Context: an optimization exercise on an open-source flow, tuned for small area, a short achievable clock period and few clock cycles per item. The choices shown serve that exercise and are no tape-out recipe. Only simulation tests tie the RTL to the original design; equivalence was not proved. Power figures rest on the tool's default switching activity, not on a simulated workload.

## flow/config.mk

```make
export PLATFORM = sky130hd
export DESIGN_NAME = cache
export DESIGN_NICKNAME = cache
export VERILOG_FILES = /design/flow/design.v
export SDC_FILE = /design/flow/constraint.sdc
export NUM_CORES = 4
export LEC_CHECK = 0
export ABC_AREA = 1
export CAP_MARGIN = 20
export CORE_MARGIN = 2
export CORE_UTILIZATION = 50
export CTS_BUF_LIST = sky130_fd_sc_hd__clkbuf_4 sky130_fd_sc_hd__clkbuf_8
export CTS_CLUSTER_SIZE = 30
export PLACE_DENSITY = 0.65
export SETUP_SLACK_MARGIN = 4.0
export SLEW_MARGIN = 20
export TNS_END_PERCENT = 5
```

## flow/constraint.sdc

```tcl
create_clock -name core_clock -period 7.5 [get_ports {clk}]
set_input_delay 1.5000 -clock core_clock [delete_from_list [all_inputs] [get_ports {clk}]]
set_output_delay 1.5000 -clock core_clock [all_outputs]
set_load 0.01 [all_outputs]
```

## flow/design.v

```verilog
module cache
(
    input clk,
    input rst,
    input  [11:0]  cpu_adr,
    input  [127:0] cpu_dat_m,
    input  [15:0]  cpu_sel,
    input          cpu_cyc,
    input          cpu_stb,
    input          cpu_we,
    output [127:0] cpu_dat_s,
    output         cpu_ack,
    output         cpu_rty,
    output [11:0]  mem_adr,
    output [127:0] mem_dat_m,
    output [15:0]  mem_sel,
    output         mem_cyc,
    output         mem_stb,
    output         mem_we,
    input  [127:0] mem_dat_s,
    input          mem_ack,
    input          mem_rty
);
logic [127:0] data_q [16];
logic [8:0]   tag_q  [16];
logic [15:0]  val_q;
logic [15:0]  dty_q;
logic [7:0]   lru_q;           
logic         ack_q;           
logic         wb_q;            
logic         fill_q;          
logic [15:0]  wline_q;         
logic [11:0]  madr_q;          
logic [127:0] dout_q;          
wire req  = cpu_cyc & cpu_stb;
wire idle = ~ack_q & ~wb_q & ~fill_q;
wire [2:0] set = cpu_adr[2:0];
wire [8:0] tg  = cpu_adr[11:3];
wire [8:0] t0  = tag_q[{1'b0, set}];
wire [8:0] t1  = tag_q[{1'b1, set}];
wire m0  = val_q[{1'b0, set}] & (t0 == tg);
wire m1  = val_q[{1'b1, set}] & (t1 == tg);
wire hit = m0 | m1;
wire vw  = lru_q[set];
wire vd  = dty_q[{vw, set}];
wire [8:0] vtag = vw ? t1 : t0;
wire [7:0]  sdec  = 8'd1 << set;
wire [15:0] match = {m1 ? sdec : 8'd0, m0 ? sdec : 8'd0};
wire [15:0] vline = {vw ? sdec : 8'd0, vw ? 8'd0 : sdec};
wire wr_hit  = ack_q & cpu_we;
wire wr_fill = fill_q & mem_ack;
logic [15:0]  be;
logic [127:0] wd;
always_comb begin
    for (int b = 0; b < 16; b++) begin
        be[b] = fill_q | cpu_sel[b];
        wd[8*b +: 8] = (fill_q & ~(cpu_we & cpu_sel[b])) ? mem_dat_s[8*b +: 8]
                                                         : cpu_dat_m[8*b +: 8];
    end
end
always_ff @(posedge clk) begin
    for (int l = 0; l < 16; l++)
        for (int b = 0; b < 16; b++)
            if ((wr_hit | wr_fill) && wline_q[l] && be[b])
                data_q[l][8*b +: 8] <= wd[8*b +: 8];
end
always_ff @(posedge clk) begin
    for (int l = 0; l < 16; l++)
        if (wr_fill && wline_q[l])
            tag_q[l] <= madr_q[11:3];
end
always_ff @(posedge clk) begin
    if (rst) begin
        val_q <= '0;
        dty_q <= '0;
        lru_q <= '0;
    end else begin
        for (int l = 0; l < 16; l++) begin
            if (wr_fill && wline_q[l]) begin
                val_q[l] <= 1'b1;
                dty_q[l] <= cpu_we;
            end else if (wr_hit && wline_q[l]) begin
                dty_q[l] <= 1'b1;
            end
        end
        for (int s = 0; s < 8; s++)
            if ((ack_q | wr_fill) && (wline_q[s] | wline_q[s + 8]))
                lru_q[s] <= wline_q[s];
    end
end
always_ff @(posedge clk) begin
    if (rst) begin
        ack_q  <= 1'b0;
        wb_q   <= 1'b0;
        fill_q <= 1'b0;
    end else if (idle) begin
        ack_q  <= req & hit;
        wb_q   <= req & ~hit & vd;
        fill_q <= req & ~hit & ~vd;
    end else if (ack_q) begin
        ack_q  <= 1'b0;
    end else if (wb_q) begin
        if (mem_ack) begin
            wb_q   <= 1'b0;
            fill_q <= 1'b1;
        end
    end else if (fill_q) begin
        if (mem_ack)
            fill_q <= 1'b0;
    end
end
always_ff @(posedge clk) begin
    if (idle) begin
        wline_q <= hit ? match : vline;
        madr_q  <= vd ? {vtag, set} : cpu_adr;
    end else if (wb_q & mem_ack) begin
        madr_q  <= cpu_adr;
    end
end
logic [15:0]  nsel;
logic [127:0] dnext;
always_comb begin
    if (idle)
        nsel = match | (hit | ~vd ? 16'd0 : vline);
    else if (wb_q & ~mem_ack)
        nsel = wline_q;
    else
        nsel = '0;
    dnext = '0;
    for (int l = 0; l < 16; l++)
        dnext = dnext | ({128{nsel[l]}} & data_q[l]);
end
always_ff @(posedge clk)
    dout_q <= dnext;
wire ackc = ack_q | (fill_q & mem_ack);
assign cpu_ack   = req & ackc;
assign cpu_rty   = req & ~ackc;
assign cpu_dat_s = dout_q | ({128{fill_q}} & mem_dat_s);
assign mem_adr   = madr_q;
assign mem_dat_m = dout_q;
assign mem_sel   = 16'hffff;
assign mem_cyc   = wb_q | fill_q;
assign mem_stb   = wb_q | fill_q;
assign mem_we    = wb_q;
endmodule
```

## flow/run.sh

```bash
#!/bin/bash
# synth_recipe.tcl (not shown) runs the flow's synth.tcl, then flattens the netlist and writes it again
# the make line also repeats each setting of config.mk as NAME=value (left out here)
make -C /OpenROAD-flow-scripts/flow DESIGN_CONFIG=/design/flow/config.mk WORK_HOME=/design/flow/orfs CLKGATE_MAP_FILE= SYNTH_SCRIPT=/design/flow/synth_recipe.tcl finish
```

==> results.tsv <==
metric	value	unit
leading area contributor after synthesis	edfxtp_1	
# hold bufs at CTS	0	
Initial Util	0.5039	
peak fanout along the critical path	12	
flop2flop setup slack	3.80	ns
period utilization	0.5310	
CP endpoint kind	register	
largest buffer count on any clock path	4	
row cnt	159	
Ys Warns	3	
RSZ-0062 raised after global routing	true	
vias in the first global route	63800	
Final setup viols	0	
via count	67180	
f_max	0.2511	GHz
layout net count	9849	
mapped cell area	0.09473	sq mm
post-route ant nets	0	
Power Total	0.02854	W
I/O pin count	580	
layout cells sized above 1	0.1793	
initial antenna violation count	18	
CTS Root Cell	clkbuf_8	
Critical Path Source Type	primary input	
peak supply drop	0.1444	mV
Hold Path Class	reg -> reg	
Core ar.	0.1880	sq mm
crit-path most repeated cell	nand2_1	
wirelength, routed	309.5	mm
vias per cell	5.433	
total track usage	0.3069	
CTS sink cnt	2391	
DR iter-0 viols	7577	
sequential fraction of the synthesis area	0.7399	
fin crit period	3.982	ns
top-area cell type share of the netlist area	0.7037	
Num CTS Buffers	394	
largest cells by area after synthesis	edfxtp_1, nand2_1, nor2_1, dfxtp_1, inv_1	
TritonCTS clock tree	yes	
# H-tree levels	5	
Final Hold Violating Endpoints	0	
worst setup path class	in -> reg	
Setup TNS	0	ns
Synth Register Bits	2391	
Setup crit start	cpu_adr[0]	
Die Wd	439.3	microns
Avg Cell Area, Syn	11.33	sq um
max-cap violations	0	
maximum number of pins on one net before global-route repair	42	
GPL Wtd Cong	0.8620	
first-pass GRT wire length	425.8	mm
Worst Setup EP	dout_q[80]$_DFF_P_	
CP max-delay cell	nor3_4	
status	no timing/DRC/antenna violations	
die height	439.3	microns
WL/cell	25.03	microns
Worst Path Required	8.44	ns
DR DRC count	0	
fin. max-slew vios	0	
Mapped Cells	8361	
Reg clk slew, reported paths	0.06	ns
post-DP HPWL	153.3	mm
r2r startpoint	fill_q$_SDFFE_PP0P_	
Worst Skew	0.06116	ns
Worst EP arrival	4.92	ns
P&R area growth vs syn	25.74	%
FF-to-FF path depth	5	
Synth cell types	39	
die area	0.1930	sq mm
slowest stage delay, CP	0.20	ns
Pwr per Cell Area	239.6	mW/mm^2
worst skew pair latency	1.10	ns
grt total ovfl	0	
# port buffers	562	
Worst R2R End	data_q[11][85]$_DFFE_PP_	
relative slew slack	0.1887	
leak pwr	48.16	nW
worst-margin pin slew	1.213	ns
first-pass iteration count of the detailed router	5	
-- cells in the mapped netlist --
master / instances
a31oi_1: 1
nand2_1: 3379
inv_1: 315
clkinv_1: 3
buf_2: 208
nand2_4: 1
buf_6: 3
nand4_1: 34
a221oi_1: 1
a21boi_0: 128
o21ai_2: 1
mux2i_1: 1
clkbuf_1: 107
clkbuf_2: 1
or2_2: 10
edfxtp_1: 2220
nor2_4: 5
o22ai_1: 1
nor2_8: 2
nor3_1: 3
nand3_1: 215
nor2_2: 4
nor2_1: 1130
buf_1: 8
o21ai_4: 1
o21ai_0: 162
or2_1: 1
a31o_2: 1
inv_2: 5
a22oi_1: 5
nand2_2: 3
conb_1: 1
o21ai_1: 6
buf_4: 37
nor4_1: 1
o21bai_1: 129
o21a_1: 9
dfxtp_1: 171
a21oi_1: 48
-- metrics by stage --
| step | std cells | setup WS (ns) | cell area [sq um] | utilization | hold slack (ns) |
|---|---|---|---|---|---|
| after floorplan | 8376 | 3.720 | 95140 | - | 0.4332 |
| after global placement | 11250 | 0.9024 | 103700 | 0.5517 | 0.4404 |
| after detailed placement | 11250 | 0.8083 | 103800 | 0.5520 | 0.4454 |
| after CTS | 12300 | 3.656 | 117400 | 0.6246 | 0.4592 |
| after global routing | 12360 | 3.408 | 119100 | 0.6334 | 0.4735 |
| final | 12370 | 3.518 | 119100 | 0.6336 | 0.4607 |
-- cell type report --
class / instances / area [sq um]
flip-flops and latches: 2391 / 70090
clock inverters: 120 / 723.2
inverters: 323 / 1314
clock buffers: 577 / 7015
repair inverters: 3 / 36.28
multi-input cells: 5313 / 23570
repair buffers: 1132 / 13210
fillers: 14120 / 68890
well taps: 2495 / 3122
diodes: 12 / 30.03
-- routing by layer --
layer  global-route usage  wire length (microns)  share of wire
met5                    0                    110        0.00036
met4               0.1377                  15050          0.049
met3              0.06378                  32370           0.10
met2               0.4990                 145900           0.47
met1               0.3986                 116100           0.38
-- worst min-delay path by stage --
stage	start	to	cells after the start
floorplan	val_q[1]$_SDFFE_PP0P_	val_q[1]$_SDFFE_PP0P_	1
detailed placement	val_q[3]$_SDFFE_PP0P_	val_q[3]$_SDFFE_PP0P_	1
finish	val_q[9]$_SDFFE_PP0P_	val_q[9]$_SDFFE_PP0P_	2
global placement	val_q[1]$_SDFFE_PP0P_	val_q[1]$_SDFFE_PP0P_	1
global route	val_q[11]$_SDFFE_PP0P_	val_q[11]$_SDFFE_PP0P_	2
CTS	val_q[9]$_SDFFE_PP0P_	val_q[9]$_SDFFE_PP0P_	2
-- sequential cells by signal, summed over array words and instances, names as in the netlist, 8 cells and up --
| name | count |
|---|---|
| lru_q | 8 |
| dout_q | 128 |
| data_q | 2048 |
| val_q | 16 |
| madr_q | 12 |
| tag_q | 144 |
| wline_q | 16 |
| dty_q | 16 |
-- cells by family (layout without fill, tap and decap cells) --
| logic type | after synthesis | in the layout | share of synthesized area |
|---|---|---|---|
| and+or+nand+nor | 4788 | 4802 | 0.1948 |
| DFF | 2391 | 2391 | 0.7399 |
| muxes | 1 | 1 | 0.0001057 |
| buffers and inverters | 687 | 2155 | 0.03169 |
| AOI/OAI and AO/OA | 493 | 494 | 0.03347 |
| other | 1 | 28 | 0.00003959 |
-- critical path: cells and delay by family --
kind                   cells  cell delay, ns
AOI/OAI and AO/OA          1            0.14
and+or+nand+nor           19            1.88
buffers and inverters     10            1.38
-- power breakdown --
| group | switching (W) | leakage, nW | internal [W] |
|---|---|---|---|
| logic | 0.00135 | 22.6 | 0.000783 |
| clock network | 0.00513 | 4.15 | 0.00621 |
| registers | 0.000110 | 21.4 | 0.0150 |
| total | 0.00659 | 48.2 | 0.0219 |
-- what timing repair did --
| action | in CTS | in global routing |
|---|---|---|
| cloned | 101 | 21 |
| gates resized for setup | 983 | 224 |
| buffers inserted | 244 | 37 |
| setup endpoints to repair | 746 | 760 |
| pin swaps | 179 | 137 |
-- cells in the final DEF, fill, tap and decap left out, types with 12 or more instances in the layout --
cell type / Yosys / layout
clkinv_2: 0 / 41
clkbuf_4: 0 / 148
o21ai_1: 6 / 38
clkinv_1: 3 / 65
o21ai_2: 1 / 37
a21oi_1: 48 / 39
nor2_2: 4 / 116
buf_4: 37 / 302
clkbuf_8: 0 / 429
nand3_1: 215 / 192
diode_2: 0 / 12
clkdlybuf4s50_1: 0 / 422
nand2_1: 3379 / 3221
buf_12: 0 / 81
nand4_1: 34 / 34
o21bai_1: 129 / 127
nor2_4: 5 / 28
clkbuf_16: 0 / 19
nand2_4: 1 / 52
conb_1: 1 / 16
inv_1: 315 / 307
buf_16: 0 / 104
buf_6: 3 / 46
nand2_8: 0 / 19
nor2_1: 1130 / 996
dfxtp_1: 171 / 169
nand3_2: 0 / 19
edfxtp_1: 2220 / 2220
a21boi_0: 128 / 119
buf_2: 208 / 131
o21ai_0: 162 / 91
bufbuf_16: 0 / 12
nand2_2: 3 / 103
Testbench counts, summed over its fixed seeds: cycles 112,077, items 32,000.

## port drivers added, routing unchanged
Ports are ideal in the flow. The routed layout listed here was re-timed in OpenROAD. Step 1 (the two cells are an assumption about what drives the block):
set clk [get_ports {clk}]
set_driving_cell -lib_cell sky130_fd_sc_hd__clkbuf_16 $clk
set_driving_cell -lib_cell sky130_fd_sc_hd__buf_2 [delete_from_list [all_inputs] $clk]
Step 2 times the ports against the registers' clock, not the clock port: input delays grow and output delays shrink by t, the midpoint of the rising clock arrivals with the driver on. Slacks: no drivers / after step 1 / after step 2; pairs: no drivers / after step 1.
t, ns: 1.143
slack for setup (ns): 3.518 / 3.547 / 2.404
worst register clock-pin slew, ns: 0.07 / 0.07
pins driven straight from the clock port: 1
After both steps setup and hold are still met in this run. The setup slack of this run moves by +0.029 ns with the drivers and by -1.114 ns with both steps.
